This design comes from an exercise in tuning for small area on the open sky130 flow, not from production work. The clock input has no modelled driver; a real chip could not lean on it and would need a root buffer or a full tree.

==> module KEY_INPUT, before the edit <==
module KEY_INPUT(
	input  logic            clk,
	input  logic            rst_n,
	input  logic            KEY0,
	input  logic            KEY3,
	input  logic            KEY4,
	input  logic            SW1,
	input  logic            SW2,
	input  logic            SW3,
	input  logic            SW4,
	output logic [3:0][5:0] aq,    
	output logic [3:0]      ar,
	output logic [5:0]      dq,
	output logic            dr);
	localparam logic [1:0] NONE = 2'd0, UP = 2'd1, DOWN = 2'd2, PRESET = 2'd3;
	logic [3:0][1:0] op;
	logic [3:0]      f;
	logic [3:0][5:0] bq;
	logic [3:0]      br;
	logic [3:0][1:0] dl;
	always_comb
		for (int j = 0; j < 4; j++) begin
			aq[j] = (dl[j] == PRESET) ? ((j == 2) ? 6'd33 : 6'd3) : bq[j];
			ar[j] = (dl[j] == PRESET) | br[j];
		end
	logic [3:0] sel;
	assign sel[0] = rst_n & SW1 & ~SW2 & ~SW3 & ~SW4;
	assign sel[1] = rst_n & ~SW1 & SW2 & ~SW3 & ~SW4;
	assign sel[2] = rst_n & ~SW1 & ~SW2 & SW3 & ~SW4;
	assign sel[3] = rst_n & ~SW1 & ~SW2 & ~SW3 & SW4;
	wire any = |sel;
	wire keys_up = KEY0 & KEY3 & KEY4;
	logic [5:0] sbq;
	logic       sbr, sf;
	logic [1:0] sop, sdl;
	always_comb begin
		sbq = '0; sbr = 1'b0; sop = '0; sdl = '0; sf = 1'b0;
		for (int j = 0; j < 4; j++)
			if (sel[j]) begin
				sbq = sbq | bq[j];
				sbr = sbr | br[j];
				sop = sop | op[j];
				sdl = sdl | dl[j];
				sf  = sf  | f[j];
			end
	end
	wire [5:0] presetq = sel[2] ? 6'd33 : 6'd3;    
	wire [5:0] sq = (sdl == PRESET) ? presetq : sbq;
	wire       sr = (sdl == PRESET) | sbr;
	wire pend = (sop != NONE);
	wire commit = keys_up & pend;
	wire [5:0] vq = (sdl == UP) ? sbq - 6'd1 : (sdl == DOWN) ? sbq + 6'd1 : sbq;
	wire [5:0] nq = (sop == DOWN) ? sq - 6'd1 : sq + 6'd1;
	logic [1:0] nop;
	always_comb begin
		if (keys_up)
			nop = NONE;
		else if (pend)
			nop = sop;
		else if (!KEY0)
			nop = ({1'b0, sq} + {6'd0, sr} <= 7'd59) ? UP : NONE;
		else if (!KEY3)
			nop = (sq != 6'd0) ? DOWN : NONE;
		else
			nop = (sq == presetq && sr) ? NONE : PRESET;
	end
	wire       wb_en = commit | sf;
	wire [6:0] wb = (commit && sop != PRESET) ? {nq, sr} : {sq, sr};
	wire [1:0] wdl = commit ? sop : NONE;
	wire [1:0] wop = nop & {2{rst_n}};
	wire       wf = ~commit;
	always_ff @(posedge clk)
		for (int j = 0; j < 4; j++) begin
			if (!rst_n || (sel[j] && wb_en)) begin
				{bq[j], br[j]} <= wb;
				dl[j] <= wdl;
			end
			if (!rst_n || sel[j]) begin
				op[j] <= wop;
				f[j] <= wf;
			end
		end
	always_ff @(posedge clk)
		if (!rst_n || any)
			{dq, dr} <= {vq, sbr};
endmodule
Settings: LEC_CHECK=0, ABC_AREA=1, CAP_MARGIN=0, CORE_MARGIN=2, CORE_UTILIZATION=70, GPL_TIMING_DRIVEN=0, SLEW_MARGIN=0; clock period 20.0 ns.
standard.sh (not shown) runs the stock make flow with config.mk's settings and CLKGATE_MAP_FILE= SYNTH_SCRIPT=/design/flow/synth_recipe.tcl, a recipe that flattens the netlist after the stock synthesis.
==> flow/flow/run.sh <==
#!/bin/bash
# Own layout flow: the standard synthesis, its combinational logic re-mapped
# with a stronger ABC script (registers untouched), then the standard ORFS
# layout with smaller port buffers and a small hand-built clock tree.  Each tool logs to its own file.
set -euo pipefail
HERE=$(pwd)
RES=$HERE/orfs/results/sky130hd/servo_ctrl_top/base
LIB=$FLOW_HOME/platforms/sky130hd/lib/sky130_fd_sc_hd__tt_025C_1v80.lib

# 1. standard synthesis, unchanged
bash standard.sh synth > synth_std.log 2>&1
cp $RES/1_2_yosys.v $HERE/std_synth.v

# 2. re-map the combinational logic: ABC's deepsyn from twelve random seeds,
# four at a time; the smallest result is kept
mkdir -p $HERE/resyn
python3 flow/libfuncs.py $LIB > $HERE/resyn/comb_cells.v
python3 flow/ffstubs.py $LIB > $HERE/resyn/ff_stubs.v
DU=$(grep -o -- "-dont_use [A-Za-z0-9_]*" orfs/logs/sky130hd/servo_ctrl_top/base/1_2_yosys.log | sort -u | tr '\n' ' ')
for BATCH in "0 1 2 3" "4 5 6 7" "8 9 10 11"; do
  for S in $BATCH; do
    sed "s/@SEED@/$S/" flow/resyn.abc > $HERE/resyn/seed$S.abc
    RESYN_DIR=$HERE/resyn RESYN_IN=$HERE/std_synth.v RESYN_OUT=$HERE/resyn/resyn$S.v \
      RESYN_TOP=$FLOW_TOP RESYN_ABC=$HERE/resyn/seed$S.abc RESYN_LIB=$LIB RESYN_DONT_USE="$DU" \
      timeout 900 yosys -c flow/resyn.tcl > resyn$S.log 2>&1 &
  done
  wait || true
done
BEST=""
BEST_AREA=""
for S in 0 1 2 3 4 5 6 7 8 9 10 11; do
  if [[ -s $HERE/resyn/resyn$S.v && -s $HERE/resyn/resyn$S.v.stat ]]; then
    A=$(grep "Chip area" $HERE/resyn/resyn$S.v.stat | awk '{print $NF}')
    echo "seed $S: area $A" >> resyn.log
    if [[ -z "$BEST" ]] || awk "BEGIN{exit !($A < $BEST_AREA)}"; then BEST=$S; BEST_AREA=$A; fi
  fi
done
if [[ -n "$BEST" ]]; then
  echo "using seed $BEST" >> resyn.log
  cp $HERE/resyn/resyn$BEST.v $RES/1_2_yosys.v
  rm -f $RES/1_synth.odb $RES/1_synth.sdc
else
  echo "resynthesis failed, keeping the standard netlist" >> resyn.log
fi

# 3. layout; the clock tree is built by flow/clock_tree.tcl (a PRE_CTS hook):
# the clock port drives four clock buffers, each driving the registers of one
# quarter of the placement
export MANUAL_CTS_NET=clk MANUAL_CTS_GROUPS=4 \
  MANUAL_CTS_BUF=sky130_fd_sc_hd__clkbuf_16 MANUAL_CTS_ROOT=
bash standard.sh \
  "BUFFER_PORTS_ARGS=-buffer_cell sky130_fd_sc_hd__buf_1" \
  "PRE_CTS_TCL=$HERE/flow/clock_tree.tcl" \
  finish > layout.log 2>&1
Other scripts of this flow, unchanged in this note and not shown: flow/flow/clock_tree.tcl, flow/flow/ffstubs.py, flow/flow/libfuncs.py, flow/flow/resyn.abc, flow/flow/resyn.tcl
Then changed:
--- a/flow/design.v
+++ b/flow/design.v
@@ -13,5 +13,5 @@
 	output logic [5:0]      dq,
 	output logic            dr);
-	localparam logic [1:0] NONE = 2'd0, UP = 2'd1, DOWN = 2'd2, PRESET = 2'd3;
+	localparam logic [1:0] NONE = 2'd0, UP = 2'd3, DOWN = 2'd1, PRESET = 2'd2;
 	logic [3:0][1:0] op;
 	logic [3:0]      f;
Outcome: Utilization falls by 0.42 points. Die area barely changes. Area after synthesis barely changes. Critical path depth falls by 3. Clock skew hardly moves.
Function was not checked in any run of this note: the RTL went through the layout flow alone. No run of this note takes its clock network from TritonCTS; it comes from the design's own scripts or RTL.

==> what the ideal ports hide <==
The results above use ideal ports. As a check the final layouts listed here were re-extracted and re-timed, cells and wires unchanged.
Step 1 assumes that a clkbuf_16 drives the clock port and a buf_2 every other input.
Step 2 adds t to the input delays and takes it off the output delays; t is the mean of the earliest and latest rising clock arrival at the registers after step 1. Input paths then give back, and output paths get back, about the clock's delay inside the block.
Three values: ideal, step 1, step 2; two values: the first two.
run	t (ns)	slack for setup (ns)	clock arrival spread, ns
the first run	0.238	11.530 / 11.583 / 11.345	0.013 / 0.013
the second run	0.236	11.638 / 11.694 / 11.457	0.011 / 0.011
After both steps every run listed still meets setup and hold. For the first run, which loses most, drivers alone change the setup slack by +0.053 ns; drivers and shift together by -0.185 ns.
